What follows belongs to an exercise in optimizing a design on an open flow for small area, a short achievable clock period and few clock cycles per item; a production flow would make more cautious choices. Where RTL was checked, it was by simulation tests only, not by an equivalence proof against the original. No functional check of the RTL was part of runs 1 to 3 and 7. Power figures rest on the tool's default switching activity, not on a simulated workload.

[flow/design.v]
`timescale 1 ns / 100 ps
module register_file (we, wd, regs_flat, clk);
  input clk;
  input [15:0] we;
  input [15:0] wd;
  output [255:0] regs_flat;
  reg [15:0] regs [0:15];
  integer j;
  always @(posedge clk)
    for (j = 0; j < 16; j = j + 1)
      if (we[j]) regs[j] <= wd;
  genvar k;
  generate for (k = 0; k < 16; k = k + 1) begin : g
    assign regs_flat[16*k +: 16] = regs[k];
  end endgenerate
endmodule
module addk (x, add1, add4, sub3, t);
  input [15:0] x;
  input add1, add4, sub3;
  output [15:0] t;
  wire a01 = x[1] & x[0];
  wire lo = add1 | sub3;             
  assign t[0] = lo;
  assign t[1] = lo & x[0];
  wire up = (add1 & a01) | add4;     
  wire dn = sub3 & ~a01;             
  genvar i;
  generate for (i = 2; i < 16; i = i + 1) begin : g
    wire p, z;
    if (i == 2) begin
      assign p = 1'b1; assign z = 1'b1;
    end else begin
      assign p = &x[i-1:2];
      assign z = ~|x[i-1:2];
    end
    assign t[i] = (up & p) | (dn & z);
  end endgenerate
endmodule
`timescale 1 ns / 100 ps
module ee457_lab7_P3 (CLK,RSTB,IMEM_ADDR,IMEM_DATA,WB_WRITE,WB_RA,WB_RD);
input CLK,RSTB;
output [5:0] IMEM_ADDR;
input [31:0] IMEM_DATA;
output reg WB_WRITE;
output reg [3:0] WB_RA;
output reg [15:0] WB_RD;
reg [15:0] wb_we;
wire [255:0] regs_flat;
register_file RF (.we(wb_we), .wd(WB_RD), .regs_flat(regs_flat), .clk(CLK));
function [15:0] init_val(input integer k);
  init_val = (k == 15) ? 16'hffff : (k == 14) ? 16'hfff8 : (16'h0001 << k);
endfunction
reg [5:0] pc;
assign IMEM_ADDR = pc;
always @(posedge CLK, negedge RSTB)
  if (!RSTB) pc <= 6'd0;
  else pc <= pc + 6'd1;
reg id_v, ex_v;
reg [3:0] id_rd, ex_rd;
wire [3:0] if_rx = IMEM_DATA[3:0];
wire [15:0] if_sel = 16'h0001 << if_rx;
reg [15:0] written;
wire [15:0] ex_dec = ex_v ? (16'h0001 << ex_rd) : 16'h0000;
always @(posedge CLK, negedge RSTB)
  if (!RSTB) written <= 16'h0000;
  else written <= written | ex_dec;
wire [15:0] id_dec = id_v ? (16'h0001 << id_rd) : 16'h0000;
wire [15:0] k_rf   = written & ~id_dec & ~ex_dec;     
wire [15:0] k_init = ~written & ~id_dec & ~ex_dec;    
wire [15:0] k_byp  = ex_dec & ~id_dec;                
reg id_add1, id_add4, id_sub3;
reg id_hz, id_byp, id_init;
reg [15:0] id_sel;    
reg [3:0] id_rx;
always @(posedge CLK, negedge RSTB)
  if (!RSTB) id_v <= 1'b0;
  else id_v <= |IMEM_DATA[31:28];
always @(posedge CLK) begin
  id_add1 <= IMEM_DATA[28];
  id_add4 <= IMEM_DATA[29];
  id_sub3 <= IMEM_DATA[30];
  id_rd   <= IMEM_DATA[7:4];
  id_rx   <= if_rx;
  id_hz   <= |(if_sel & id_dec);
  id_byp  <= |(if_sel & k_byp);
  id_init <= |(if_sel & k_init);
  id_sel  <= if_sel & k_rf;
end
reg [15:0] ex_a;
reg [15:0] rd_val;
integer k;
always @* begin
  rd_val = 16'h0000;
  for (k = 0; k < 16; k = k + 1)
    rd_val = rd_val | ({16{id_sel[k]}} & regs_flat[16*k +: 16]);
end
wire [15:0] ex_t;
wire [15:0] id_x = ({16{id_hz}} & ex_a & ~ex_t) | ({16{id_hz}} & ~ex_a & ex_t)
                 | ({16{id_byp}} & WB_RD) | rd_val
                 | ({16{id_init}} & init_val(id_rx));
reg ex_add1, ex_add4, ex_sub3;
always @(posedge CLK, negedge RSTB)
  if (!RSTB) ex_v <= 1'b0;
  else ex_v <= id_v;
always @(posedge CLK) begin
  ex_a    <= id_x;
  ex_add1 <= id_add1; ex_add4 <= id_add4; ex_sub3 <= id_sub3;
  ex_rd   <= id_rd;
end
addk AK (.x(ex_a), .add1(ex_add1), .add4(ex_add4), .sub3(ex_sub3), .t(ex_t));
always @(posedge CLK, negedge RSTB)
  if (!RSTB) WB_WRITE <= 1'b0;
  else WB_WRITE <= ex_v;
always @(posedge CLK) begin
  WB_RD <= ex_a ^ ex_t;
  WB_RA <= ex_rd;
  wb_we <= ex_dec;    
end
endmodule
[flow/run.sh]
#!/bin/bash
# synth_recipe.tcl (not shown) runs the flow's synth.tcl, then flattens the netlist and writes it again
# the make line also repeats each setting of config.mk as NAME=value (left out here)
make -C /OpenROAD-flow-scripts/flow DESIGN_CONFIG=/design/flow/config.mk WORK_HOME=/design/flow/orfs CLKGATE_MAP_FILE= SYNTH_SCRIPT=/design/flow/synth_recipe.tcl finish
[flow/config.mk]
export PLATFORM = sky130hd
export DESIGN_NAME = ee457_lab7_P3
export DESIGN_NICKNAME = ee457_lab7_P3
export VERILOG_FILES = /design/flow/design.v
export SDC_FILE = /design/flow/constraint.sdc
export NUM_CORES = 4
export LEC_CHECK = 0
export ABC_CLOCK_PERIOD_IN_PS = 1500
export CAP_MARGIN = 20
export CORE_MARGIN = 2
export CORE_UTILIZATION = 65
export CTS_CLUSTER_DIAMETER = 80
export CTS_CLUSTER_SIZE = 25
export SETUP_SLACK_MARGIN = 1.4
export SLEW_MARGIN = 20
[flow/constraint.sdc]
create_clock -name core_clock -period 3.0 [get_ports {CLK}]
set_input_delay 0.6000 -clock core_clock [delete_from_list [all_inputs] [get_ports {CLK}]]
set_output_delay 0.6000 -clock core_clock [all_outputs]
set_load 0.01 [all_outputs]
==> impl_metrics.env, run 1 <==
export IMPL_io_buffers=40
export IMPL_placed_area_sq_mm=0.0143
export IMPL_yosysWarnings=3
export IMPL_ir_worst_vdd_mv=0.557
export IMPL_status="finished clean"
export IMPL_min_path_type="flop to flop"
export IMPL_fill_cells=1185
export IMPL_wl_met1_microns=14000
export IMPL_r2r_end="id_init"
export IMPL_drc=0
export IMPL_grt_total_usage=0.353
export IMPL_synth_flop_cell="edfxtp_1"
export IMPL_io_pins=61
export IMPL_syn_area_per_cell_sq_um=15.6
export IMPL_totalWireLength_microns=38100
export IMPL_num_vias=8856
export IMPL_grt_max_degree=27
export IMPL_dp_hpwl_microns=22200
export IMPL_worst_setup_path_type="flop to flop"
export IMPL_endpoint="id_init"
export IMPL_die_height_microns=147
export IMPL_drv_cap=0
export IMPL_post_route_period_util=0.745
export IMPL_ant_nets=0
export IMPL_finish_instance_area_sq_mm=0.0156
export IMPL_cts_sinks=370
export IMPL_drv_slew=0
export IMPL_relSlewSlack=0.203
export IMPL_gp_congestion=0.914
export IMPL_insertion_delay_ns=0.52
export IMPL_rr_startpoint="id_v"
export IMPL_wl_per_cell_microns=30.6
export IMPL_core_sq_mm=0.0202
export IMPL_max_clock_freq_mhz=447
export IMPL_cp_slowest_cell="or4_1"
export IMPL_drive_above_1_share=0.270
export IMPL_antennaDiodeCount=0
export IMPL_dieArea_sq_mm=0.0217
export IMPL_core_rowCount=52
export IMPL_tritoncts="done"
export IMPL_fin_crit_ns=2.24
export IMPL_seq_area_frac_synth=0.756
export IMPL_async_reset_ff_frac=0.0676
export IMPL_critPathRequiredTime_ns=3.40
export IMPL_worst_pin_slew_ns=1.19
export IMPL_gr_total_overflow=0
export IMPL_end_kind="flop"
export IMPL_cts_clk_slew_worst_paths_ns=0.10
export IMPL_grt_pass1_vias=8767
export IMPL_hold_violations=0
export IMPL_p_leak_nw=5.37
export IMPL_synth_edff_count=256
export IMPL_crit_path_max_fanout=5
export IMPL_area_delta_synth_final_pct=16.9
export IMPL_hold_buffers=0
export IMPL_wl_met3_microns=4420
export IMPL_cts_buffer_depth=3
export IMPL_cp_start_kind="flop"
export IMPL_start_util=0.662
export IMPL_cp_arrival_ns=2.64
export IMPL_antenna_found_initial=0
export IMPL_cpMostUsedCell="or4_1"
export IMPL_viasPerCell=7.11
export IMPL_fin_worst_skew_ns=0.0160
export IMPL_root_buffer="clkbuf_16"
export IMPL_drt_iter0_drc=1220
export IMPL_worstPathCellList="or3b_4 -> o211ai_1 -> nor3_1 -> or4_1 -> or4_1"
export IMPL_cts_buffers=18
export IMPL_report_final_setup_viol=0
export IMPL_rsz0062_at_grt="true"
export IMPL_first_pass_iters=6
export IMPL_fp_dieW_microns=147
export IMPL_syn_inst=857
export IMPL_critPathMaxStageDelay_ns=0.52
export IMPL_grt_pass1_wl_microns=55500
export IMPL_fin_nets=999
export IMPL_syn_area_sq_mm=0.0134
export IMPL_power_density_mw_per_mm2=687
export IMPL_crit_start="id_v"
export IMPL_setup_tns_ns=0
export IMPL_dp_slack_ns=0.132
export IMPL_synth_nets=893
export IMPL_htree_levels=1
export IMPL_met2_length_microns=18100
export IMPL_rr_worst_depth=5
export IMPL_fin_ws_ns=0.765
export IMPL_ys_types=62
export IMPL_ys_seq_elements=370
export IMPL_rrSetupSlack_ns=0.76
export IMPL_highest_layer="met4"
-- synthesized netlist by cell type (8+ instances only) --
library cell    n  area [sq um]
a211o_1        14           123
a21oi_1        10          50.1
a221oi_1       20           175
a222oi_1       16           160
a22o_1         20           175
a22oi_1        74           556
clkbuf_1       42           158
dfrtp_1        25           626
dfxtp_1        89          1780
edfxtp_1      256          7690
inv_1          11          41.3
nand2_1        30           113
nand2b_1       11          68.8
nand3_1        17          85.1
nand4_1        31           194
nor2_1         28           105
nor3_1         12          60.1
nor3b_1        13          97.6
nor4_1          8          50.1
o2111ai_1      11          96.3
o32ai_1         9          78.8
xnor2_1        15           131
-- cells in the final DEF (no fill, tap or decap), types with 7 or more instances in the layout --
cell type        instances
edfxtp_1               256
buf_4                   82
a22oi_1                 72
dfxtp_2                 34
dfxtp_1                 33
nand4_1                 31
nand2_1                 29
buf_6                   27
dfrtp_1                 23
nor2_1                  23
dfxtp_4                 22
a22o_1                  20
clkbuf_16               19
a221oi_1                18
nand3_1                 17
a222oi_1                16
a211o_1                 14
nor3b_1                 13
clkbuf_1                12
inv_1                   10
nand2b_1                10
buf_2                   10
nor3_1                   9
o32ai_1                  9
clkdlybuf4s50_1          9
xnor2_1                  8
o2111ai_1                8
xnor2_2                  7
-- what timing repair did --
action,4_1_cts,5_1_grt
hold endpoints to repair,0,0
setup buffers,38,21
endpoints found under the setup margin,62,53
gates resized for setup,225,38
pin swaps,27,21
-- critical path: cells and delay by family (launching register included) --
kind / cells / cell delay, ns
DFF: 1 / 0.42
AOI/OAI and AO/OA: 1 / 0.29
and+or+nand+nor: 4 / 1.41
-- layout make-up --
class / instances / area [sq um] / area share
timing repair buffer: 134 / 1120 / 0.0717
tap: 270 / 338 / 0.0216
inverter: 12 / 45.0 / 0.00289
sequential: 370 / 10200 / 0.655
clock inverter: 1 / 7.51 / 0.000481
clock buffer: 31 / 520 / 0.0333
multi-input combinational: 427 / 3360 / 0.215
-- report_power, final --
| group | switching, mW | leakage [nW] | internal [mW] |
|---|---|---|---|
| sequential | 0.371 | 3.34 | 6.16 |
| combinational | 0.838 | 1.78 | 0.664 |
| clock | 1.50 | 0.248 | 1.20 |
-- layer usage --
metal	GRT usage	up-vias
li1	-	3665
met1	0.495	4434
met2	0.562	647
met3	0.0652	110
met4	0.133	0
met5	0	-
-- flip-flops by register name (all words and copies together), names as in the netlist, 4 cells and up --
signal,flops
WB_RA,4
WB_RD,16
wb_we,16
ex_rd,4
id_sel,16
pc,6
ex_a,16
id_rd,4
RF.regs,256
written,16
id_rx,4
-- metrics by stage --
| stage | utilization | total power [mW] | hold slack [ns] | instances |
|---|---|---|---|---|
| finish | 0.774 | 10.7 | 0.330 | 1245 |
| global route | 0.774 | 11.0 | 0.342 | 1245 |
| CTS | 0.759 | 10.5 | 0.331 | 1224 |
| detailed placement | 0.707 | 7.66 | 0.313 | 1154 |
| global placement | 0.707 | 7.60 | 0.313 | 1154 |
| floorplan | - | 7.06 | 0.304 | 857 |
-- cell families after synthesis --
logic type,after synthesis,share of synthesized area
multiplexers,1,0.000749
adder cells (fa/ha/maj),2,0.00187
AO/OA/AOI/OAI,215,0.130
flip-flops,370,0.756
AND/OR/NAND/NOR,189,0.0794
XOR/XNOR,20,0.0131
buffers and inverters,60,0.0187
-- how the worst min path moves through the flow --
stage	end	slack, ns	from	depth (start not counted)
CTS	ex_add1	0.33	id_add1	0
global placement	ex_add1	0.31	id_add1	0
detailed placement	ex_add1	0.31	id_add1	0
global route	ex_add1	0.34	id_add1	0
floorplan	WB_WRITE	0.30	RSTB	0
finish	ex_add1	0.33	id_add1	0
==> run 2: changes to the inputs <==
--- a/flow/config.mk
+++ b/flow/config.mk
@@ -8,8 +8,8 @@
 export ABC_CLOCK_PERIOD_IN_PS = 1500
 export CAP_MARGIN = 20
 export CORE_MARGIN = 2
-export CORE_UTILIZATION = 65
+export CORE_UTILIZATION = 50
 export CTS_CLUSTER_DIAMETER = 80
 export CTS_CLUSTER_SIZE = 25
-export SETUP_SLACK_MARGIN = 1.4
+export SETUP_SLACK_MARGIN = 1.5
 export SLEW_MARGIN = 20
==> run 2 against run 1 <==
Synthesized cell count stayed put. Global-route usage is 7.3 points lower. Sequential share of layout area shrank 1.1 points. Die area increased by 29%. Non-clock buffer count is 14 higher. Critical endpoint unchanged. Worst hold slack worse by 0.051 ns. Design area grew 1.9%. Largest cell class unchanged. Final cell count increased by 6.6%.
==> impl_metrics.env, run 2 <==
export IMPL_synth_most_common_cell="edfxtp_1"
export IMPL_yosys_area_top_type="edfxtp_1"
export IMPL_crit_path_max_fanout=6
export IMPL_drv_cap=0
export IMPL_critPathRequiredTime_ns=3.41
export IMPL_setup_tns_ns=0
export IMPL_gp_congestion=0.849
export IMPL_power_density_mw_per_mm2=680
export IMPL_cts_sinks=370
export IMPL_num_vias=8675
export IMPL_gr_total_overflow=0
export IMPL_worst_pin_slew_ns=1.11
export IMPL_p_leak_nw=5.51
export IMPL_io_pins=61
export IMPL_ys_seq_elements=370
export IMPL_critPathMaxStageDelay_ns=0.54
export IMPL_fin_worst_skew_ns=0.0290
export IMPL_syn_area_sq_mm=0.0134
export IMPL_dieArea_sq_mm=0.0280
export IMPL_io_buffers=40
export IMPL_fin_crit_ns=2.31
export IMPL_tritoncts="done"
export IMPL_async_reset_ff_frac=0.0676
export IMPL_regMostFlops="RF.regs"
export IMPL_rr_worst_depth=5
export IMPL_cts_clk_slew_worst_paths_ns=0.09
export IMPL_syn_inst=857
export IMPL_min_path_type="primary input to flop"
export IMPL_drv_slew=0
export IMPL_dp_cells=1228
export IMPL_antenna_found_initial=1
export IMPL_hold_ws_ns=0.279
export IMPL_dp_hpwl_microns=23000
export IMPL_ir_worst_vdd_mv=0.358
export IMPL_rsz0062_at_grt="true"
export IMPL_finish_instance_area_sq_mm=0.0159
export IMPL_ant_nets=0
export IMPL_worstPathCellList="nand3_1 -> o2111ai_4 -> o22ai_1 -> or4_4 -> or4_4"
export IMPL_netlist_top_cells_count="edfxtp_1, dfxtp_1, a22oi_1, clkbuf_1, nand4_1"
export IMPL_cp_slowest_cell="or4_4"
export IMPL_post_route_period_util=0.771
export IMPL_layout_common_cells="edfxtp_1, buf_4, a22oi_1"
export IMPL_syn_area_per_cell_sq_um=15.6
export IMPL_end_kind="flop"
export IMPL_area_delta_synth_final_pct=19.1
export IMPL_fp_dieW_microns=167
export IMPL_grt_pass1_wl_microns=57100
export IMPL_postLayoutCoreUtil=0.609
export IMPL_relSlewSlack=0.262
export IMPL_crit_cells=5
export IMPL_hold_buffers=0
export IMPL_cts_buffer_depth=3
export IMPL_worst_path_buf_inv=0
export IMPL_placed_area_sq_mm=0.0144
export IMPL_worst_setup_path_type="flop to flop"
export IMPL_status="finished clean"
export IMPL_ys_types=62
export IMPL_synth_nets=893
export IMPL_synth_area_leaders="edfxtp_1, dfxtp_1, dfrtp_1"
export IMPL_htree_levels=1
export IMPL_cp_arrival_ns=2.72
export IMPL_final_common_cell="edfxtp_1"
export IMPL_power_mw=10.8
export IMPL_hold_violations=0
export IMPL_drive_above_1_share=0.294
export IMPL_grt_pass1_vias=8593
export IMPL_wl_per_cell_microns=29.8
export IMPL_max_clock_freq_mhz=432
export IMPL_drt_iter0_drc=1255
export IMPL_root_buffer="clkbuf_16"
export IMPL_die_height_microns=167
export IMPL_yosysWarnings=3
export IMPL_cpMostUsedCell="or4_4"
export IMPL_start_util=0.511
export IMPL_first_pass_iters=16
export IMPL_path_delay_family="simple AND/OR/NAND/NOR gates"
export IMPL_drc=0
export IMPL_viasPerCell=6.54
export IMPL_seq_area_frac_synth=0.756
export IMPL_core_sq_mm=0.0261
export IMPL_synth_top_area_frac=0.575
export IMPL_hold_path_cell_count=1
export IMPL_largest_reg_flops=256
export IMPL_fin_ws_ns=0.688
export IMPL_synth_flop_cell="edfxtp_1"
export IMPL_fin_nets=1014
export IMPL_cp_start_kind="flop"
export IMPL_synth_edff_count=256
export IMPL_fin_cells=1327
export IMPL_grt_total_usage=0.279
export IMPL_dp_slack_ns=0.0833
export IMPL_totalWireLength_microns=39500
export IMPL_report_final_setup_viol=0
export IMPL_insertion_delay_ns=0.54
export IMPL_cts_buffers=19
export IMPL_core_rowCount=59
export IMPL_grt_max_degree=27
run 2: cell counts after synthesis:
Identical to the previous run, type by type.
run 2: final timing paths:
check | start | to | slack [ns]
setup / recovery | id_v | id_init | 0.69
hold reg to reg | id_add1 | ex_add1 | 0.33
max in group asynchronous | RSTB | id_v | 2.26
hold / removal | IMEM_DATA[3] | id_rx[3] | 0.28
setup reg to reg | id_v | id_init | 0.69
min in group asynchronous | RSTB | pc[5] | 0.44
run 2: kinds of logic after synthesis:
logic type | synth area share
flops | 0.756
fa+ha+maj | 0.00187
simple gates | 0.0794
buf+inv | 0.0187
mux | 0.000749
xor+xnor | 0.0131
compound gates | 0.130
run 2: area by class of cell:
cell class	instances	area (sq um)
flip-flops and latches	370	10200
inverters	12	45.0
clock buffers	29	513
repair buffers	148	1250
fillers	2022	10200
multi-input cells	427	3400
well taps	335	419
clock inverters	5	45.0
diodes	1	2.50
run 2: metal layers:
metal	track usage	wire (microns)	vias to the layer above	part of all wire
li1	-	-	3700	-
met1	0.401	16200	4453	0.41
met2	0.456	18800	443	0.47
met3	0.0345	3360	79	0.085
met4	0.0760	1190	0	0.030
met5	0	0	-	0
run 2: timing repair:
item	4_1_cts	5_1_grt
setup buffers	46	18
pin swaps	35	23
cloned	0	0
endpoints found under the setup margin	70	62
resized for setup	250	40
run 2: power by group:
group	internal (mW)	switching (mW)
clock network	1.22	1.60
logic	0.647	0.834
registers	6.16	0.357
total	8.03	2.79
==> run 3: changes to the inputs <==
==> flow/flow/run.sh (new file) <==
#!/bin/bash
# Layout flow: the standard ORFS flow (standard.sh) with these changes:
#  - ADDER_MAP_FILE empty: Yosys does not extract half/full adder cells, so
#    ABC maps all the combinational logic (registers are unchanged);
#  - DONT_USE_CELLS: the platform's list plus the slow 3/4-input OR/NOR
#    cells listed in flow/dont_use_extra.txt;
#  - MATCH_CELL_FOOTPRINT=0: timing repair may resize a gate to any cell of
#    the same function, not only one of the same footprint.
# The make output goes to run_make.log in this folder; ORFS's own per-step
# logs are under orfs/logs/.
set -uo pipefail
here=$(cd "$(dirname "$0")" && pwd)
base="$(grep -o 'sky130_fd_sc_hd__[a-z0-9_]*' "$FLOW_HOME/platforms/sky130hd/config.mk" | grep -e probe -e lpflow | tr '\n' ' ')"
extra="$(tr '\n' ' ' < "$here/dont_use_extra.txt")"
bash standard.sh ADDER_MAP_FILE= MATCH_CELL_FOOTPRINT=0 "DONT_USE_CELLS=$base $extra" finish > run_make.log 2>&1
status=$?
tail -n 40 run_make.log
exit $status
==> flow/flow/dont_use_extra.txt (new file) <==
sky130_fd_sc_hd__or4_1
sky130_fd_sc_hd__or4_2
sky130_fd_sc_hd__or4_4
sky130_fd_sc_hd__or4b_1
sky130_fd_sc_hd__or4b_2
sky130_fd_sc_hd__or4b_4
sky130_fd_sc_hd__or4bb_1
sky130_fd_sc_hd__or4bb_2
sky130_fd_sc_hd__or4bb_4
sky130_fd_sc_hd__nor4_1
sky130_fd_sc_hd__nor4_2
sky130_fd_sc_hd__nor4_4
sky130_fd_sc_hd__nor4b_1
sky130_fd_sc_hd__nor4b_2
sky130_fd_sc_hd__nor4b_4
sky130_fd_sc_hd__nor4bb_1
sky130_fd_sc_hd__nor4bb_2
sky130_fd_sc_hd__nor4bb_4
sky130_fd_sc_hd__or3_1
sky130_fd_sc_hd__or3_2
sky130_fd_sc_hd__or3_4
sky130_fd_sc_hd__or3b_1
sky130_fd_sc_hd__or3b_2
sky130_fd_sc_hd__or3b_4
==> flow/standard.sh (new file) <==
#!/bin/bash
# synth_recipe.tcl (not shown) runs the flow's synth.tcl, then flattens the netlist and writes it again
# the make line also repeats each setting of config.mk as NAME=value (left out here)
make -C /OpenROAD-flow-scripts/flow DESIGN_CONFIG=/design/flow/config.mk WORK_HOME=/design/flow/orfs CLKGATE_MAP_FILE= SYNTH_SCRIPT=/design/flow/synth_recipe.tcl "${@:-finish}"
--- a/flow/config.mk
+++ b/flow/config.mk
@@ -8,8 +8,8 @@
 export ABC_CLOCK_PERIOD_IN_PS = 1500
 export CAP_MARGIN = 20
 export CORE_MARGIN = 2
-export CORE_UTILIZATION = 50
+export CORE_UTILIZATION = 65
 export CTS_CLUSTER_DIAMETER = 80
 export CTS_CLUSTER_SIZE = 25
-export SETUP_SLACK_MARGIN = 1.5
+export SETUP_SLACK_MARGIN = 1.4
 export SLEW_MARGIN = 20
removed: flow/run.sh
==> run 3 against run 2 <==
Still clean. Global-route usage is 6.4 points higher. Combinational power rose by 3%. Design area down 1.0%. Utilization increased by 16 points. Clock power fell by 5%. Routed wire length down 3.8%. Critical path depth grew 2. Via count grew 1.3%. Register-to-register slack better by 0.59 ns. Final cell count down 6.8%. Largest cell class unchanged.
==> impl_metrics.env, run 3 <==
export IMPL_status="finished clean"
export IMPL_io_pins=61
export IMPL_seq_area_frac_synth=0.744
export IMPL_ff_latch_area_sq_mm=0.0102
export IMPL_ant_nets=0
export IMPL_antennaDiodeCount=0
export IMPL_power_mw=10.8
export IMPL_cp_arrival_ns=2.14
export IMPL_async_reset_ff_frac=0.0676
export IMPL_synth_most_common_cell="edfxtp_1"
export IMPL_syn_area_per_cell_sq_um=15.5
export IMPL_relSlewSlack=0.266
export IMPL_cts_buffers=18
export IMPL_synth_flop_cell="edfxtp_1"
export IMPL_p_switching_mw=2.76
export IMPL_drv_slew=0
export IMPL_num_vias=8791
export IMPL_totalWireLength_microns=38000
export IMPL_rr_startpoint="ex_a[4]"
export IMPL_cpMostUsedCell="buf_4"
export IMPL_synth_nets=907
export IMPL_viasPerCell=7.11
export IMPL_cp_slowest_cell="dfxtp_4"
export IMPL_htree_levels=1
export IMPL_syn_area_sq_mm=0.0136
export IMPL_layout_common_cells="edfxtp_1, a22oi_1, buf_4"
export IMPL_hold_buffers=0
export IMPL_hold_ws_ns=0.339
export IMPL_largest_reg_flops=256
export IMPL_crit_path_max_fanout=5
export IMPL_die_height_microns=148
export IMPL_critPathRequiredTime_ns=3.41
export IMPL_hold_violations=0
export IMPL_synth_top_area_frac=0.567
export IMPL_clkPwrFrac=0.249
export IMPL_cts_sinks=370
export IMPL_cp_start_kind="flop"
export IMPL_fin_nets=990
export IMPL_postLayoutCoreUtil=0.774
export IMPL_drv_cap=0
export IMPL_area_delta_synth_final_pct=16.1
export IMPL_fp_dieW_microns=148
export IMPL_p_int_mw=8.03
export IMPL_tritoncts="done"
export IMPL_worst_setup_path_type="flop to flop"
export IMPL_report_final_setup_viol=0
export IMPL_final_common_cell="edfxtp_1"
export IMPL_dp_hpwl_microns=21000
export IMPL_power_density_mw_per_mm2=685
export IMPL_grt_total_usage=0.343
export IMPL_end_kind="flop"
export IMPL_rsz0062_at_grt="true"
export IMPL_first_pass_iters=8
export IMPL_fill_cells=1145
export IMPL_drive_above_1_share=0.270
export IMPL_synth_top_family_by_area="compound AO/OA/AOI/OAI gates"
export IMPL_dieArea_sq_mm=0.0220
export IMPL_io_buffers=40
export IMPL_multiInputGateArea_sq_mm=0.00354
export IMPL_cts_clk_slew_worst_paths_ns=0.10
export IMPL_yosys_area_top_type="edfxtp_1"
export IMPL_p_leak_nw=5.46
export IMPL_cts_buffer_depth=3
export IMPL_core_sq_mm=0.0204
export IMPL_gr_total_overflow=0
export IMPL_grt_max_degree=27
export IMPL_synthMuxAreaShare=0.000738
export IMPL_insertion_delay_ns=0.52
export IMPL_rr_worst_depth=7
export IMPL_max_clock_freq_mhz=581
export IMPL_synth_simple_area_share=0.0805
export IMPL_ir_worst_vdd_mv=0.517
export IMPL_synth_area_leaders="edfxtp_1, dfxtp_1, dfrtp_1"
export IMPL_worst_pin_slew_ns=1.10
export IMPL_ys_types=56
export IMPL_gp_congestion=0.871
export IMPL_ys_seq_elements=370
export IMPL_fin_worst_skew_ns=0.0124
export IMPL_setup_tns_ns=0
export IMPL_grt_pass1_wl_microns=54300
export IMPL_netlist_top_cells_count="edfxtp_1, dfxtp_1, a22oi_1, clkbuf_1, nand4_1"
export IMPL_synth_compound_area_frac=0.136
export IMPL_pwr_share_comb=0.142
export IMPL_grt_pass1_vias=8321
export IMPL_drt_iter0_drc=1439
export IMPL_antenna_found_initial=0
export IMPL_synth_adder_area_share=0
export IMPL_yosysWarnings=3
export IMPL_synth_xor_area_frac=0.0148
export IMPL_regMostFlops="RF.regs"
export IMPL_r2r_end="ex_a[8]"
export IMPL_drc=0
export IMPL_fin_crit_ns=1.72
export IMPL_endpoint="ex_a[8]"
export IMPL_wl_per_cell_microns=30.7
export IMPL_post_route_period_util=0.574
export IMPL_min_path_type="flop to flop"
export IMPL_power_frac_seq=0.609
export IMPL_worstPathCellList="nor2_4 -> buf_4 -> nand4b_4 -> buf_4 -> o22ai_2 -> xnor2_1 -> a211o_1"
export IMPL_crit_start="ex_a[4]"
export IMPL_core_rowCount=52
export IMPL_start_util=0.666
export IMPL_synth_edff_count=256
export IMPL_root_buffer="clkbuf_16"
export IMPL_switching_share=0.256
export IMPL_syn_inst=873
export IMPL_rrSetupSlack_ns=1.28
export IMPL_critPathMaxStageDelay_ns=0.38
[run 3: cells by family (layout without fill, tap and decap cells)]
kind of cell / Yosys count / count (layout)
AOI/OAI and AO/OA: 222 / 222
xor gates and xnor gates: 22 / 22
buffers and inverters: 79 / 172
DFF: 370 / 370
muxes: 1 / 1
and+or+nand+nor: 179 / 180
[run 3: cell type report]
type,count,share of cell area
Clock inverter,1,0.000318
Inverter,25,0.00596
Multi-Input combinational cell,425,0.225
Timing Repair Buffer,116,0.0642
Tap cell,270,0.0214
Sequential cell,370,0.650
Clock buffer,30,0.0328
[run 3: metal layers]
layer	vias to the layer above	track usage	wire length (microns)
met3	110	0.0610	4580
met2	636	0.553	18100
met4	0	0.0986	1430
li1	3650	-	-
met1	4395	0.492	13900
met5	-	0	0
[run 3: worst min-delay path by stage]
stage	from	endpoint	slack (ns)	depth (start not counted)
3_5_place_dp	id_add1	ex_add1	0.32	0
5_1_grt	id_add1	ex_add1	0.35	0
3_3_place_gp	id_add1	ex_add1	0.31	0
6_report	id_sub3	ex_sub3	0.34	0
2_1_floorplan	RSTB	WB_WRITE	0.30	0
4_1_cts	id_add1	ex_add1	0.34	0
[run 3: power groups by stage]
stage / logic, mW / clock network (mW) / registers, mW
finish: 1.53 / 2.68 / 6.57
global route: 1.62 / 2.88 / 6.59
CTS: 1.38 / 2.68 / 6.55
detailed placement: 0.851 / 0 / 6.78
global placement: 0.826 / 0 / 6.74
floorplan: 0.482 / 0 / 6.61
[run 3: per-stage QoR]
step,cells,area [sq um],worst slack (ns)
4_1_cts,1224,15500,1.28
2_1_floorplan,873,13600,1.40
5_1_grt,1237,15800,1.23
3_5_place_dp,1149,14300,0.446
6_report,1237,15800,1.28
3_3_place_gp,1149,14300,0.483
[run 3: what timing repair did]
item	in CTS	in global routing
buffers inserted	43	13
endpoints found under the setup margin	68	46
cloned	1	0
pin swaps	24	17
resized for setup	216	30
[run 3: worst max-delay path: cells and delay by family (launching register included)]
family / cells / cell delay, ns
AO/OA/AOI/OAI: 2 / 0.47
XOR/XNOR: 1 / 0.13
buffers and inverters: 2 / 0.35
flip-flops: 1 / 0.38
AND/OR/NAND/NOR: 2 / 0.30
==> run 4: changes to the inputs <==
--- a/flow/design.v
+++ b/flow/design.v
@@ -14,14 +14,14 @@
     assign regs_flat[16*k +: 16] = regs[k];
   end endgenerate
 endmodule
-module addk (x, add1, add4, sub3, t);
+module addk (x, add1, add4, sub3, y);
   input [15:0] x;
   input add1, add4, sub3;
-  output [15:0] t;
+  output [15:0] y;
   wire a01 = x[1] & x[0];
   wire lo = add1 | sub3;             
-  assign t[0] = lo;
-  assign t[1] = lo & x[0];
+  assign y[0] = x[0] ^ lo;
+  assign y[1] = x[1] ^ (lo & x[0]);
   wire up = (add1 & a01) | add4;     
   wire dn = sub3 & ~a01;             
   genvar i;
@@ -33,7 +33,7 @@
       assign p = &x[i-1:2];
       assign z = ~|x[i-1:2];
     end
-    assign t[i] = (up & p) | (dn & z);
+    assign y[i] = x[i] ^ ((up & p) | (dn & z));
   end endgenerate
 endmodule
 `timescale 1 ns / 100 ps
@@ -64,10 +64,10 @@
 always @(posedge CLK, negedge RSTB)
   if (!RSTB) written <= 16'h0000;
   else written <= written | ex_dec;
-wire [15:0] id_dec = id_v ? (16'h0001 << id_rd) : 16'h0000;
-wire [15:0] k_rf   = written & ~id_dec & ~ex_dec;     
-wire [15:0] k_init = ~written & ~id_dec & ~ex_dec;    
-wire [15:0] k_byp  = ex_dec & ~id_dec;                
+wire if_hz  = id_v && id_rd == if_rx;             
+wire if_byp = ex_v && ex_rd == if_rx && !if_hz;   
+wire if_use = written[if_rx];
+wire if_rf  = !if_hz && !if_byp;
 reg id_add1, id_add4, id_sub3;
 reg id_hz, id_byp, id_init;
 reg [15:0] id_sel;    
@@ -81,12 +81,11 @@
   id_sub3 <= IMEM_DATA[30];
   id_rd   <= IMEM_DATA[7:4];
   id_rx   <= if_rx;
-  id_hz   <= |(if_sel & id_dec);
-  id_byp  <= |(if_sel & k_byp);
-  id_init <= |(if_sel & k_init);
-  id_sel  <= if_sel & k_rf;
+  id_hz   <= if_hz;
+  id_byp  <= if_byp;
+  id_init <= if_rf && !if_use;
+  id_sel  <= if_sel & written & {16{if_rf}};
 end
-reg [15:0] ex_a;
 reg [15:0] rd_val;
 integer k;
 always @* begin
@@ -94,11 +93,11 @@
   for (k = 0; k < 16; k = k + 1)
     rd_val = rd_val | ({16{id_sel[k]}} & regs_flat[16*k +: 16]);
 end
-wire [15:0] ex_t;
-wire [15:0] id_x = ({16{id_hz}} & ex_a & ~ex_t) | ({16{id_hz}} & ~ex_a & ex_t)
-                 | ({16{id_byp}} & WB_RD) | rd_val
+wire [15:0] ex_y;
+wire [15:0] id_x = ({16{id_hz}} & ex_y) | ({16{id_byp}} & WB_RD) | rd_val
                  | ({16{id_init}} & init_val(id_rx));
 reg ex_add1, ex_add4, ex_sub3;
+reg [15:0] ex_a;
 always @(posedge CLK, negedge RSTB)
   if (!RSTB) ex_v <= 1'b0;
   else ex_v <= id_v;
@@ -107,12 +106,12 @@
   ex_add1 <= id_add1; ex_add4 <= id_add4; ex_sub3 <= id_sub3;
   ex_rd   <= id_rd;
 end
-addk AK (.x(ex_a), .add1(ex_add1), .add4(ex_add4), .sub3(ex_sub3), .t(ex_t));
+addk AK (.x(ex_a), .add1(ex_add1), .add4(ex_add4), .sub3(ex_sub3), .y(ex_y));
 always @(posedge CLK, negedge RSTB)
   if (!RSTB) WB_WRITE <= 1'b0;
   else WB_WRITE <= ex_v;
 always @(posedge CLK) begin
-  WB_RD <= ex_a ^ ex_t;
+  WB_RD <= ex_y;
   WB_RA <= ex_rd;
   wb_we <= ex_dec;    
 end
==> flow/config.mk (replaced) <==
export PLATFORM = sky130hd
export DESIGN_NAME = ee457_lab7_P3
export DESIGN_NICKNAME = ee457_lab7_P3
export VERILOG_FILES = /design/flow/design.v
export SDC_FILE = /design/flow/constraint.sdc
export NUM_CORES = 4
export LEC_CHECK = 0
export ABC_CLOCK_PERIOD_IN_PS = 1200
export CAP_MARGIN = 20
export CORE_MARGIN = 2
export CORE_UTILIZATION = 70
export CTS_CLUSTER_DIAMETER = 80
export CTS_CLUSTER_SIZE = 25
export SETUP_SLACK_MARGIN = 1.45
export SLEW_MARGIN = 20
==> run 4 against run 3 <==
Clock-buffer cell count stayed put. Final cell count is 9.0% lower. Power is 0.23% lower. Critical path type is now flop to primary output. Critical endpoint is now WB_RD[8]. Largest power group unchanged. Highest routed layer unchanged.
==> impl_metrics.env, run 4 <==
export IMPL_wl_per_cell_microns=31.3
export IMPL_crit_path_max_fanout=2
export IMPL_grt_total_usage=0.348
export IMPL_ys_types=48
export IMPL_setup_tns_ns=0
export IMPL_worstPathCellList="buf_6 -> buf_6"
export IMPL_final_common_cell="edfxtp_1"
export IMPL_rsz0062_at_grt="true"
export IMPL_rr_worst_depth=5
export IMPL_crit_cells=2
export IMPL_use_met2=0.557
export IMPL_cts_buffer_depth=3
export IMPL_worst_setup_path_type="flop to primary output"
export IMPL_finish_instance_area_sq_mm=0.0150
export IMPL_cts_sinks=370
export IMPL_grt_pass1_vias=7945
export IMPL_cp_slowest_cell="dfxtp_2"
export IMPL_regMostFlops="RF.regs"
export IMPL_totalWireLength_microns=35200
export IMPL_synth_flop_cell="edfxtp_1"
export IMPL_cpMostUsedCell="buf_6"
export IMPL_async_reset_ff_frac=0.0676
export IMPL_dp_cells=1043
export IMPL_p_leak_nw=5.25
export IMPL_start_util=0.720
export IMPL_die_height_microns=140
export IMPL_core_rowCount=49
export IMPL_power_density_mw_per_mm2=717
export IMPL_cp_arrival_ns=1.10
export IMPL_syn_area_sq_mm=0.0130
export IMPL_grt_max_degree=27
export IMPL_synth_edff_count=256
export IMPL_first_pass_iters=6
export IMPL_netlist_top_cells_count="edfxtp_1, dfxtp_1, a22oi_1, clkbuf_1, nor2_1"
export IMPL_seq_area_frac_synth=0.775
export IMPL_htree_levels=1
export IMPL_yosysWarnings=3
export IMPL_grt_busiest_layer="met2"
export IMPL_tritoncts="done"
export IMPL_dieArea_sq_mm=0.0197
export IMPL_root_buffer="clkbuf_16"
export IMPL_fp_dieW_microns=140
export IMPL_ir_worst_vdd_mv=0.570
export IMPL_drv_cap=0
export IMPL_synth_area_leaders="edfxtp_1, dfxtp_1, dfrtp_1"
export IMPL_fin_worst_skew_ns=0.0183
export IMPL_worst_path_buf_inv=2
export IMPL_core_sq_mm=0.0181
export IMPL_crit_start="WB_RD[8]"
export IMPL_rrSetupSlack_ns=1.36
export IMPL_synth_nets=835
export IMPL_cp_start_kind="flop"
export IMPL_num_vias=8130
export IMPL_syn_inst=801
export IMPL_largest_reg_flops=256
export IMPL_grt_pass1_wl_microns=49700
export IMPL_io_pins=61
export IMPL_endpoint="WB_RD[8]"
export IMPL_viasPerCell=7.22
export IMPL_layout_common_cells="edfxtp_1, a22oi_1, buf_4"
export IMPL_synth_most_common_cell="edfxtp_1"
export IMPL_min_path_type="primary input to flop"
export IMPL_syn_area_per_cell_sq_um=16.3
export IMPL_yosys_area_top_type="edfxtp_1"
export IMPL_use_met1=0.492
export IMPL_r2r_end="ex_a[13]"
export IMPL_worst_pin_slew_ns=1.16
export IMPL_dp_hpwl_microns=19100
export IMPL_report_final_setup_viol=0
export IMPL_cts_clk_slew_worst_paths_ns=0.10
export IMPL_critPathRequiredTime_ns=2.40
export IMPL_io_buffers=40
export IMPL_fin_cells=1126
export IMPL_path_delay_family="flip-flops"
export IMPL_rr_startpoint="ex_a[0]"
export IMPL_drive_above_1_share=0.268
export IMPL_relSlewSlack=0.223
export IMPL_antenna_found_initial=0
export IMPL_hold_violations=0
export IMPL_drv_slew=0
export IMPL_synth_top_area_frac=0.590
export IMPL_end_kind="primary output"
export IMPL_postLayoutCoreUtil=0.830
export IMPL_cts_buffers=18
export IMPL_placed_area_sq_mm=0.0137
export IMPL_ant_nets=0
export IMPL_critPathMaxStageDelay_ns=0.33
export IMPL_area_delta_synth_final_pct=15.2
export IMPL_drc=0
export IMPL_gr_total_overflow=0
export IMPL_gp_congestion=0.898
export IMPL_fin_nets=918
export IMPL_post_route_period_util=0.565
export IMPL_max_clock_freq_mhz=590
export IMPL_insertion_delay_ns=0.53
export IMPL_status="finished clean"
export IMPL_drt_iter0_drc=1275
export IMPL_grt_util_met3=0.0650
export IMPL_fin_crit_ns=1.70
export IMPL_ys_seq_elements=370
## run 4: what timing repair did
| item | in CTS | in global routing |
|---|---|---|
| setup endpoints to repair | 69 | 63 |
| buffers inserted | 33 | 17 |
| hold buffers | 0 | 0 |
| pin swaps | 18 | 22 |
| resized for setup | 192 | 52 |
## run 4: logic make-up (layout without fill, tap and decap cells)
group	Yosys count	in the layout	share of synthesized area
DFF	370	370	0.775
and+or+nand+nor	173	173	0.0729
AOI/OAI and AO/OA	169	169	0.105
buffers and inverters	53	148	0.0161
xor gates and xnor gates	29	29	0.0195
muxes	7	7	0.0111
other	0	1	0
## run 4: worst min path at each step
stage | start | end | slack (ns) | depth (start not counted)
finish | IMEM_DATA[0] | id_rx[0] | 0.33 | 1
global route | IMEM_DATA[0] | id_rx[0] | 0.35 | 1
CTS | IMEM_DATA[0] | id_rx[0] | 0.33 | 1
detailed placement | id_sub3 | ex_sub3 | 0.31 | 0
global placement | id_add1 | ex_add1 | 0.32 | 0
floorplan | RSTB | WB_WRITE | 0.30 | 0
## run 4: final cells by class
| class | count | area [sq um] |
|---|---|---|
| multi-input cells | 378 | 2980 |
| clock buffers | 30 | 495 |
| flip-flops and latches | 370 | 10200 |
| diodes | 1 | 2.50 |
| well taps | 229 | 287 |
| clock inverters | 2 | 22.5 |
| fillers | 887 | 3080 |
| inverters | 7 | 26.3 |
| repair buffers | 109 | 956 |
## run 4: power by group
group | switching (mW) | internal (mW)
clock network | 1.53 | 1.16
registers | 0.401 | 6.21
logic | 0.824 | 0.639
## run 4: worst register-to-register path: stages, from the launching register on
cell      delay [ns]
dfxtp_4         0.38
a21boi_4        0.28
and3_4          0.34
a22oi_2         0.10
xnor2_2         0.16
a211o_1         0.29
## run 4: through the flow
step / total power [mW] / setup WS, ns / hold slack, ns
global placement: 7.61 / 0.510 / 0.315
detailed placement: 7.67 / 0.488 / 0.315
global route: 11.0 / 1.29 / 0.346
CTS: 10.5 / 1.30 / 0.331
finish: 10.8 / 1.30 / 0.332
floorplan: 7.10 / 1.22 / 0.304
## run 4: layer usage
| metal | vias to the layer above | routed length (microns) |
|---|---|---|
| met5 | - | 0 |
| met4 | 0 | 1390 |
| met3 | 95 | 4590 |
| met2 | 642 | 16700 |
| met1 | 4047 | 12500 |
| li1 | 3346 | - |
Testbench counts of run 4, summed over its fixed seeds: cycles 12,384, instrs 11,636.
==> run 5: changes to the inputs <==
==> flow/config.mk (replaced) <==
export PLATFORM = sky130hd
export DESIGN_NAME = ee457_lab7_P3
export DESIGN_NICKNAME = ee457_lab7_P3
export VERILOG_FILES = /design/flow/design.v
export SDC_FILE = /design/flow/constraint.sdc
export NUM_CORES = 4
export LEC_CHECK = 0
export ABC_CLOCK_PERIOD_IN_PS = 1500
export CAP_MARGIN = 20
export CORE_MARGIN = 2
export CORE_UTILIZATION = 65
export CTS_CLUSTER_DIAMETER = 80
export CTS_CLUSTER_SIZE = 25
export SETUP_SLACK_MARGIN = 1.55
export SLEW_MARGIN = 20
==> run 5 against run 4 <==
Still clean on timing, DRC and antenna. Combinational power increased by about 20%. Worst hold slack improved by 0.0013 ns. Flip-flop and latch count is the same. Area after synthesis is the same. Sequential share of layout area is 3.1 points lower. Final cell count up 8.4%. Clock-buffer cell count is 1 higher. Non-clock buffer count rose by 60. Utilization down 2.6 points. Power is 2.3% higher. Maximum frequency rose by 0.57%.
==> impl_metrics.env, run 5 <==
export IMPL_gr_total_overflow=0
export IMPL_crit_cells=2
export IMPL_met2_length_microns=18200
export IMPL_area_delta_synth_final_pct=20.9
export IMPL_async_reset_ff_frac=0.0676
export IMPL_rsz0062_at_grt="true"
export IMPL_drt_iter0_drc=1334
export IMPL_dp_hpwl_microns=19900
export IMPL_status="finished clean"
export IMPL_drv_cap=0
export IMPL_critPathMaxStageDelay_ns=0.33
export IMPL_synth_top_area_frac=0.590
export IMPL_cts_sinks=370
export IMPL_cp_arrival_ns=1.09
export IMPL_cts_clk_slew_worst_paths_ns=0.10
export IMPL_gp_congestion=0.908
export IMPL_core_rowCount=51
export IMPL_fin_worst_skew_ns=0.0203
export IMPL_grt_pass1_wl_microns=53400
export IMPL_ant_nets=0
export IMPL_synth_most_common_cell="edfxtp_1"
export IMPL_hold_violations=0
export IMPL_dieArea_sq_mm=0.0212
export IMPL_yosys_area_top_type="edfxtp_1"
export IMPL_core_sq_mm=0.0196
export IMPL_grt_max_degree=27
export IMPL_grt_pass1_vias=8181
export IMPL_seq_area_frac_synth=0.775
export IMPL_min_path_type="primary input to flop"
export IMPL_io_buffers=40
export IMPL_insertion_delay_ns=0.52
export IMPL_max_clock_freq_mhz=593
export IMPL_cpMostUsedCell="buf_6"
export IMPL_syn_area_per_cell_sq_um=16.3
export IMPL_rr_worst_depth=5
export IMPL_setup_tns_ns=0
export IMPL_viasPerCell=6.91
export IMPL_root_buffer="clkbuf_16"
export IMPL_highest_layer="met5"
export IMPL_end_kind="primary output"
export IMPL_antennaDiodeCount=0
export IMPL_report_final_setup_viol=0
export IMPL_yosysWarnings=3
export IMPL_final_common_cell="edfxtp_1"
export IMPL_fin_nets=978
export IMPL_tritoncts="done"
export IMPL_drive_above_1_share=0.333
export IMPL_wl_met1_microns=13200
export IMPL_netlist_top_cells_count="edfxtp_1, dfxtp_1, a22oi_1, clkbuf_1, nor2_1"
export IMPL_drc=0
export IMPL_worstPathCellList="buf_6 -> buf_6"
export IMPL_regMostFlops="RF.regs"
export IMPL_grt_total_usage=0.348
export IMPL_antenna_found_initial=1
export IMPL_endpoint="WB_RD[13]"
export IMPL_syn_area_sq_mm=0.0130
export IMPL_ys_types=48
export IMPL_cts_buffer_depth=3
export IMPL_worst_pin_slew_ns=1.08
export IMPL_r2r_end="ex_a[12]"
export IMPL_synth_flop_cell="edfxtp_1"
export IMPL_worst_path_buf_inv=2
export IMPL_ys_seq_elements=370
export IMPL_start_util=0.665
export IMPL_p_leak_nw=5.61
export IMPL_critPathRequiredTime_ns=2.40
export IMPL_synth_area_leaders="edfxtp_1, dfxtp_1, dfrtp_1"
export IMPL_drv_slew=0
export IMPL_die_height_microns=146
export IMPL_rr_startpoint="ex_sub3"
export IMPL_wl_per_cell_microns=30.7
export IMPL_synth_nets=835
export IMPL_crit_path_max_fanout=2
export IMPL_rrSetupSlack_ns=1.34
export IMPL_relSlewSlack=0.278
export IMPL_cts_buffers=18
export IMPL_fp_dieW_microns=146
export IMPL_largest_reg_flops=256
export IMPL_crit_start="WB_RD[13]"
export IMPL_post_route_period_util=0.562
export IMPL_wl_met3_microns=4840
export IMPL_power_density_mw_per_mm2=700
export IMPL_syn_inst=801
export IMPL_fin_crit_ns=1.69
export IMPL_cp_slowest_cell="dfxtp_2"
export IMPL_num_vias=8441
export IMPL_totalWireLength_microns=37500
export IMPL_path_delay_family="flip-flops"
export IMPL_io_pins=61
export IMPL_first_pass_iters=7
export IMPL_power_mw=11.0
export IMPL_synth_edff_count=256
export IMPL_layout_common_cells="edfxtp_1, buf_4, a22oi_1"
export IMPL_cp_start_kind="flop"
export IMPL_ir_worst_vdd_mv=0.662
export IMPL_worst_setup_path_type="flop to primary output"
export IMPL_htree_levels=1
-- run 5: stage by stage --
stage	worst slack, ns	instance area [sq um]	util	hold WS, ns	cells
6_report	1.31	15700	0.804	0.333	1221
5_1_grt	1.29	15700	0.804	0.325	1221
4_1_cts	1.31	15400	0.788	0.334	1202
3_5_place_dp	0.378	13800	0.705	0.315	1089
3_3_place_gp	0.393	13800	0.705	0.311	1089
2_1_floorplan	1.22	13100	-	0.304	801
-- run 5: final cells by class --
| type | instances | area, sq um |
|---|---|---|
| Timing Repair Buffer | 169 | 1570 |
| Clock buffer | 31 | 531 |
| Tap cell | 265 | 332 |
| Fill cell | 1048 | 3850 |
| Inverter | 7 | 26.3 |
| Sequential cell | 370 | 10300 |
| Clock inverter | 1 | 5.00 |
| Multi-Input combinational cell | 378 | 3030 |
-- run 5: cell families (layout without fill, tap and decap cells) --
kind of cell	Yosys count	count (layout)	share of synthesized area
compound gates	169	169	0.105
buf+inv	53	208	0.0161
xor+xnor	29	29	0.0195
flops	370	370	0.775
simple gates	173	173	0.0729
mux	7	7	0.0111
-- run 5: power breakdown --
part	internal [mW]	switching, mW	total [mW]
registers	6.20	0.352	6.55
clock network	1.22	1.49	2.71
logic	0.808	0.942	1.75
-- run 5: worst min-delay path by stage --
stage | from | end | slack [ns] | cells after the start
finish | IMEM_DATA[3] | id_rx[3] | 0.33 | 1
global route | IMEM_DATA[3] | id_rx[3] | 0.32 | 1
CTS | IMEM_DATA[3] | id_rx[3] | 0.33 | 1
detailed placement | id_sub3 | ex_sub3 | 0.32 | 0
global placement | id_sub3 | ex_sub3 | 0.31 | 0
floorplan | RSTB | WB_WRITE | 0.30 | 0
-- run 5: what timing repair did --
item | CTS | global route
resized for setup | 238 | 41
hold buffers | 0 | 0
endpoints found under the setup margin | 104 | 67
setup buffers | 81 | 18
pin swaps | 42 | 36
hold endpoints to repair | 0 | 0
gates cloned | 0 | 1
-- run 5: per-layer routing --
layer	up-vias	global-route usage
met4	2	0.119
li1	3465	-
met1	4233	0.489
met3	104	0.0705
met5	-	0
met2	637	0.555
==> run 6: changes to the inputs <==
--- a/flow/config.mk
+++ b/flow/config.mk
@@ -11,5 +11,5 @@
 export CORE_UTILIZATION = 65
 export CTS_CLUSTER_DIAMETER = 80
 export CTS_CLUSTER_SIZE = 25
-export SETUP_SLACK_MARGIN = 1.55
+export SETUP_SLACK_MARGIN = 1.3
 export SLEW_MARGIN = 20
==> run 6 against run 5 <==
Still clean. Critical path depth grew 1. Flip-flop and latch count is the same. First-iteration DRC count is 15% lower. Clock skew shrank 0.0052 ns. Non-clock buffer count decreased by 69. Global-route usage shrank 2.7 points. Maximum frequency down 1.8%. Sequential power is essentially flat. Clock-buffer cell count is the same. Critical endpoint is now ex_a[1]. Largest power group unchanged.
==> impl_metrics.env, run 6 <==
export IMPL_status="finished clean"
export IMPL_hold_violations=0
export IMPL_worst_setup_path_type="flop to flop"
export IMPL_fin_crit_ns=1.72
export IMPL_dp_cells=1089
export IMPL_num_vias=7822
export IMPL_antennaDiodeCount=0
export IMPL_power_density_mw_per_mm2=719
export IMPL_htree_levels=1
export IMPL_use_met2=0.517
export IMPL_die_height_microns=146
export IMPL_hold_buffers=0
export IMPL_cts_buffers=18
export IMPL_dieArea_sq_mm=0.0212
export IMPL_pwr_share_comb=0.125
export IMPL_totalWireLength_microns=34200
export IMPL_cp_slowest_cell="dfxtp_1"
export IMPL_post_route_period_util=0.572
export IMPL_clkPwrFrac=0.258
export IMPL_io_pins=61
export IMPL_ys_types=48
export IMPL_gr_total_overflow=0
export IMPL_p_leak_nw=5.25
export IMPL_drv_cap=0
export IMPL_worstHoldStart="id_add1"
export IMPL_insertion_delay_ns=0.52
export IMPL_ys_seq_elements=370
export IMPL_rr_worst_depth=3
export IMPL_switching_share=0.251
export IMPL_drive_above_1_share=0.195
export IMPL_seq_area_frac_synth=0.775
export IMPL_end_kind="flop"
export IMPL_largest_reg_flops=256
export IMPL_synth_flop_cell="edfxtp_1"
export IMPL_gp_congestion=0.889
export IMPL_regMostFlops="RF.regs"
export IMPL_cp_arrival_ns=2.13
export IMPL_setup_tns_ns=0
export IMPL_hold_path_cell_count=0
export IMPL_report_final_setup_viol=0
export IMPL_wl_per_cell_microns=29.7
export IMPL_viasPerCell=6.79
export IMPL_cts_sinks=370
export IMPL_rsz0062_at_grt="true"
export IMPL_ir_worst_vdd_mv=0.495
export IMPL_synth_nets=835
export IMPL_synth_top_area_frac=0.590
export IMPL_power_frac_seq=0.617
export IMPL_finish_instance_area_sq_mm=0.0148
export IMPL_io_buffers=40
export IMPL_cp_start_kind="flop"
export IMPL_max_clock_freq_mhz=583
export IMPL_power_mw=10.6
export IMPL_yosysWarnings=3
export IMPL_grt_util_met3=0.0633
export IMPL_drt_iter0_drc=1131
export IMPL_worstPathCellList="a222oi_1 -> nand4_1 -> a211o_1"
export IMPL_synth_area_leaders="edfxtp_1, dfxtp_1, dfrtp_1"
export IMPL_drv_slew=0
export IMPL_dp_hpwl_microns=19700
export IMPL_synth_most_common_cell="edfxtp_1"
export IMPL_p_switching_mw=2.66
export IMPL_hold_path_endpoint="ex_add1"
export IMPL_layout_common_cells="edfxtp_1, a22oi_1, buf_4"
export IMPL_yosys_area_top_type="edfxtp_1"
export IMPL_cts_clk_slew_worst_paths_ns=0.10
export IMPL_fin_worst_skew_ns=0.0150
export IMPL_netlist_top_cells_count="edfxtp_1, dfxtp_1, a22oi_1, clkbuf_1, nor2_1"
export IMPL_cts_buffer_depth=3
export IMPL_placed_area_sq_mm=0.0138
export IMPL_final_common_cell="edfxtp_1"
export IMPL_ant_nets=0
export IMPL_root_buffer="clkbuf_16"
export IMPL_grt_busiest_layer="met2"
export IMPL_rr_startpoint="id_sel[0]"
export IMPL_antenna_found_initial=1
export IMPL_fp_dieW_microns=146
export IMPL_area_delta_synth_final_pct=13.3
export IMPL_relSlewSlack=0.273
export IMPL_p_int_mw=7.95
export IMPL_core_rowCount=51
export IMPL_tritoncts="done"
export IMPL_start_util=0.665
export IMPL_synth_edff_count=256
export IMPL_dp_slack_ns=0.400
export IMPL_fin_ws_ns=1.28
export IMPL_worst_pin_slew_ns=1.09
export IMPL_grt_total_usage=0.320
export IMPL_r2r_end="ex_a[1]"
export IMPL_critPathMaxStageDelay_ns=0.66
export IMPL_drc=0
export IMPL_fin_nets=909
export IMPL_syn_area_sq_mm=0.0130
export IMPL_first_pass_iters=6
export IMPL_critPathRequiredTime_ns=3.42
export IMPL_min_path_type="flop to flop"
export IMPL_syn_area_per_cell_sq_um=16.3
export IMPL_core_sq_mm=0.0196
export IMPL_grt_pass1_wl_microns=49300
export IMPL_async_reset_ff_frac=0.0676
export IMPL_use_met1=0.458
export IMPL_grt_max_degree=27
export IMPL_grt_pass1_vias=7525
export IMPL_syn_inst=801
export IMPL_crit_path_max_fanout=16
export IMPL_fin_cells=1152
export IMPL_rrSetupSlack_ns=1.28
==> run 6: worst max-delay path, delay by kind of cell (launching register included) <==
kind | cells | cell delay, ns
AOI/OAI and AO/OA | 2 | 0.78
and+or+nand+nor | 1 | 0.16
DFF | 1 | 0.66
==> run 6: area by class of cell <==
cell class | count | area [sq um]
inverter | 7 | 26.3
sequential | 370 | 10200
tap | 265 | 332
fill | 1205 | 4830
timing repair buffer | 100 | 880
clock inverter | 1 | 7.51
multi-input combinational | 378 | 2810
clock buffer | 31 | 520
==> run 6: worst max-delay path by stage <==
stage                  to  slack [ns]          from  cells past startpoint
6_report          ex_a[1]        1.28     id_sel[0]                      3
3_3_place_gp      id_init        0.40  IMEM_DATA[0]                      4
2_1_floorplan     id_init        1.22  IMEM_DATA[0]                      4
5_1_grt          WB_RD[9]        1.26      WB_RD[9]                      1
4_1_cts          WB_RD[9]        1.18      WB_RD[9]                      1
3_5_place_dp   id_sel[10]        0.40  IMEM_DATA[0]                      6
==> run 6: per-stage QoR <==
| step | util | hold slack (ns) |
|---|---|---|
| floorplan | - | 0.304 |
| global placement | 0.704 | 0.315 |
| global route | 0.753 | 0.350 |
| detailed placement | 0.704 | 0.315 |
| finish | 0.753 | 0.338 |
| CTS | 0.748 | 0.344 |
==> run 6: kinds of logic after synthesis <==
group                  Yosys count  synth area share
buffers and inverters           53            0.0161
multiplexers                     7            0.0111
AO/OA/AOI/OAI                  169             0.105
AND/OR/NAND/NOR                173            0.0729
flip-flops                     370             0.775
XOR/XNOR                        29            0.0195
==> run 6: timing repair <==
| action | 4_1_cts | 5_1_grt |
|---|---|---|
| pin swaps | 3 | 7 |
| setup buffers | 21 | 10 |
| endpoints found under the setup margin | 62 | 39 |
| endpoints found under the hold margin | 0 | 0 |
| resized for setup | 90 | 35 |
==> run 6: metal layers <==
layer / vias to the layer above / part of all wire
li1: 3314 / -
met1: 3943 / 0.38
met2: 484 / 0.48
met3: 79 / 0.11
met4: 2 / 0.029
met5: - / 0.00038
==> run 6: power by group through the flow <==
stage,sequential [mW],clock [mW],combinational [mW]
5_1_grt,6.57,2.90,1.42
3_3_place_gp,6.71,0,0.934
2_1_floorplan,6.68,0,0.420
4_1_cts,6.53,2.70,1.23
3_5_place_dp,6.75,0,0.970
6_report,6.54,2.74,1.33
==> run 7: changes to the inputs <==
--- a/flow/design.v
+++ b/flow/design.v
@@ -44,7 +44,7 @@
 output reg WB_WRITE;
 output reg [3:0] WB_RA;
 output reg [15:0] WB_RD;
-reg [15:0] wb_we;
+wire [15:0] wb_we = WB_WRITE ? (16'h0001 << WB_RA) : 16'h0000;
 wire [255:0] regs_flat;
 register_file RF (.we(wb_we), .wd(WB_RD), .regs_flat(regs_flat), .clk(CLK));
 function [15:0] init_val(input integer k);
@@ -113,6 +113,5 @@
 always @(posedge CLK) begin
   WB_RD <= ex_y;
   WB_RA <= ex_rd;
-  wb_we <= ex_dec;    
 end
 endmodule
--- a/flow/config.mk
+++ b/flow/config.mk
@@ -11,5 +11,5 @@
 export CORE_UTILIZATION = 65
 export CTS_CLUSTER_DIAMETER = 80
 export CTS_CLUSTER_SIZE = 25
-export SETUP_SLACK_MARGIN = 1.3
+export SETUP_SLACK_MARGIN = 1.4
 export SLEW_MARGIN = 20
==> run 7 against run 6 <==
Still clean. Flip-flop and latch count fell by 16. Routed wire length rose by 1.0%. Sequential power fell by 3%. Synthesized cell count fell by 1.1%. Power fell by 1.1%. Clock skew rose by 0.0053 ns. Clock-buffer cell count fell by 1. Via count rose by 2.0%. Critical path depth rose by 3. Global-route usage rose by 0.87 points. Final cell count rose by 1.5%. Maximum frequency rose by 2.5%.
==> impl_metrics.env, run 7 <==
export IMPL_status="finished clean"
export IMPL_cts_buffers=18
export IMPL_insertion_delay_ns=0.52
export IMPL_end_kind="flop"
export IMPL_synthMuxAreaShare=0.00700
export IMPL_first_pass_iters=5
export IMPL_die_height_microns=145
export IMPL_rr_startpoint="ex_a[1]"
export IMPL_async_reset_ff_frac=0.0706
export IMPL_drc=0
export IMPL_power_density_mw_per_mm2=693
export IMPL_drv_cap=0
export IMPL_num_vias=7976
export IMPL_endpoint="ex_a[10]"
export IMPL_yosysWarnings=3
export IMPL_cts_clk_slew_worst_paths_ns=0.10
export IMPL_syn_area_sq_mm=0.0129
export IMPL_rr_worst_depth=6
export IMPL_synth_area_leaders="edfxtp_1, dfxtp_1, dfrtp_1"
export IMPL_seq_area_frac_synth=0.759
export IMPL_worst_setup_path_type="flop to flop"
export IMPL_largest_reg_flops=256
export IMPL_io_buffers=40
export IMPL_ys_seq_elements=354
export IMPL_grt_pass1_wl_microns=48300
export IMPL_layout_common_cells="edfxtp_1, a22oi_1, buf_4"
export IMPL_gr_total_overflow=0
export IMPL_drt_iter0_drc=1093
export IMPL_r2r_end="ex_a[10]"
export IMPL_synth_top_family_by_area="compound AO/OA/AOI/OAI gates"
export IMPL_syn_area_per_cell_sq_um=16.3
export IMPL_fin_crit_ns=1.67
export IMPL_dp_cells=1071
export IMPL_report_final_setup_viol=0
export IMPL_antennaDiodeCount=0
export IMPL_worst_pin_slew_ns=0.988
export IMPL_placed_area_sq_mm=0.0136
export IMPL_rrSetupSlack_ns=1.33
export IMPL_antenna_found_initial=0
export IMPL_max_clock_freq_mhz=597
export IMPL_hold_violations=0
export IMPL_rsz0062_at_grt="true"
export IMPL_htree_levels=1
export IMPL_regMostFlops="RF.regs"
export IMPL_fin_nets=927
export IMPL_synth_top_area_frac=0.597
export IMPL_area_delta_synth_final_pct=17.5
export IMPL_yosys_area_top_type="edfxtp_1"
export IMPL_start_util=0.662
export IMPL_drv_slew=0
export IMPL_ant_nets=0
export IMPL_synth_compound_area_frac=0.121
export IMPL_p_leak_nw=5.25
export IMPL_synth_adder_area_share=0
export IMPL_min_path_type="primary input to asynchronous set/reset pin"
export IMPL_synth_flop_cell="edfxtp_1"
export IMPL_fin_cells=1169
export IMPL_root_buffer="clkbuf_16"
export IMPL_gp_congestion=0.875
export IMPL_finish_instance_area_sq_mm=0.0151
export IMPL_post_route_period_util=0.558
export IMPL_netlist_top_cells_count="edfxtp_1, dfxtp_1, a22oi_1, clkbuf_1"
export IMPL_dp_hpwl_microns=18100
export IMPL_grt_total_usage=0.329
export IMPL_wl_per_cell_microns=29.6
export IMPL_syn_inst=792
export IMPL_ir_worst_vdd_mv=0.591
export IMPL_final_common_cell="edfxtp_1"
export IMPL_core_sq_mm=0.0195
export IMPL_synth_xor_area_frac=0.0203
export IMPL_cts_buffer_depth=3
export IMPL_cts_sinks=354
export IMPL_synth_nets=826
export IMPL_grt_pass1_vias=7554
export IMPL_fin_worst_skew_ns=0.0203
export IMPL_fp_dieW_microns=145
export IMPL_crit_start="ex_a[1]"
export IMPL_critPathRequiredTime_ns=3.40
export IMPL_cp_start_kind="flop"
export IMPL_dieArea_sq_mm=0.0209
export IMPL_cp_arrival_ns=2.08
export IMPL_grt_max_degree=27
export IMPL_totalWireLength_microns=34600
export IMPL_fill_cells=1116
export IMPL_drive_above_1_share=0.269
export IMPL_synth_most_common_cell="edfxtp_1"
export IMPL_ys_types=54
export IMPL_tritoncts="done"
export IMPL_core_rowCount=51
export IMPL_synth_edff_count=256
export IMPL_hold_ws_ns=0.0639
export IMPL_synth_simple_area_share=0.0751
export IMPL_relSlewSlack=0.340
export IMPL_io_pins=61
export IMPL_crit_path_max_fanout=5
export IMPL_setup_tns_ns=0
export IMPL_viasPerCell=6.82
-- run 7: logic make-up (layout without fill, tap and decap cells) --
logic type,Yosys count,after routing
buf+inv,56,167
simple gates,159,160
compound gates,190,190
xor+xnor,29,29
flops,354,354
mux,4,4
-- run 7: stage by stage --
| step | power (mW) | utilization | setup slack, ns |
|---|---|---|---|
| 3_5_place_dp | 7.45 | 0.700 | 0.533 |
| 3_3_place_gp | 7.38 | 0.700 | 0.565 |
| 5_1_grt | 10.8 | 0.777 | 1.25 |
| 6_report | 10.5 | 0.777 | 1.33 |
| 2_1_floorplan | 6.89 | - | 1.19 |
| 4_1_cts | 10.3 | 0.750 | 1.28 |
-- run 7: timing repair --
action                     4_1_cts  5_1_grt
setup endpoints to repair       72      206
gates resized for setup        177       77
setup buffers                   36       29
hold buffers                     0        0
pin swaps                       12       14
gates cloned                     0        2
-- run 7: worst min-delay path by stage --
| stage | to | cells past startpoint |
|---|---|---|
| floorplan | WB_WRITE | 0 |
| global placement | ex_add1 | 0 |
| detailed placement | ex_add1 | 0 |
| CTS | ex_sub3 | 0 |
| global route | pc[2] | 1 |
| finish | written[0] | 1 |
-- run 7: routing by layer --
| layer | up-vias | global-route usage | part of all wire |
|---|---|---|---|
| met5 | - | 0 | 0 |
| li1 | 3396 | - | - |
| met3 | 98 | 0.0645 | 0.11 |
| met1 | 4014 | 0.449 | 0.37 |
| met4 | 0 | 0.122 | 0.037 |
| met2 | 468 | 0.536 | 0.48 |
-- run 7: area by class of cell --
class | count | area, sq um | share of cell area
Tap cell | 265 | 332 | 0.0219
Inverter | 8 | 30.0 | 0.00198
Clock buffer | 30 | 527 | 0.0348
Sequential cell | 354 | 9940 | 0.657
Timing Repair Buffer | 128 | 1180 | 0.0781
Clock inverter | 1 | 20.0 | 0.00132
Multi-Input combinational cell | 383 | 3110 | 0.205
-- run 7: report_power, final --
part,internal [mW],total [mW],leakage [nW],switching [mW]
Combinational,0.646,1.46,1.77,0.816
Sequential,5.98,6.35,3.22,0.370
Clock,1.23,2.69,0.263,1.45
Total,7.85,10.5,5.25,2.64
-- run 7: worst max-delay path: stages, from the launching register on --
cell and delay, ns:
dfxtp_4 0.37, a21boi_4 0.20, nand4b_4 0.18, buf_6 0.17, o32ai_4 0.26, xor2_1 0.12
a211o_1 0.27

[port drivers added, routing unchanged]
The flow's constraints put no driver on any port. The routed layouts listed below were extracted and timed again, unchanged, in two steps. Step 1 sets driving cells, clkbuf_16 on the clock port and buf_2 on the other inputs (assumed; they add their load-dependent delay and slew). Step 2, shift: input delay + t, output delay - t, t = (earliest + latest rising clock arrival at the registers) / 2. This alone moves slack from input paths to output paths. Slacks: ideal / step 1 / step 2; pairs: ideal / step 1.
run	t (ns)	slack for setup (ns)	worst setup path after step 2	worst data-port slew with drivers (ns)	pins driven straight from the clock port
run 1	0.565	0.765 / 0.765 / 0.380	input to register	0.04	1
run 2	0.570	0.688 / 0.688 / 0.225	input to register	0.03	1
run 3	0.564	1.278 / 1.262 / 0.747	input to register	0.04	1
run 4	0.567	1.304 / 1.258 / 0.987	input to register	0.03	1
run 5	0.557	1.314 / 1.269 / 0.990	input to register	0.04	1
run 6	0.562	1.283 / 1.252 / 0.856	input to register	0.04	1
run 7	0.554	1.325 / 1.277 / 1.092	input to register	0.03	1
After both steps every run listed still meets setup and hold. For run 3, which loses most, drivers alone change the setup slack by -0.016 ns; drivers and shift together by -0.531 ns.
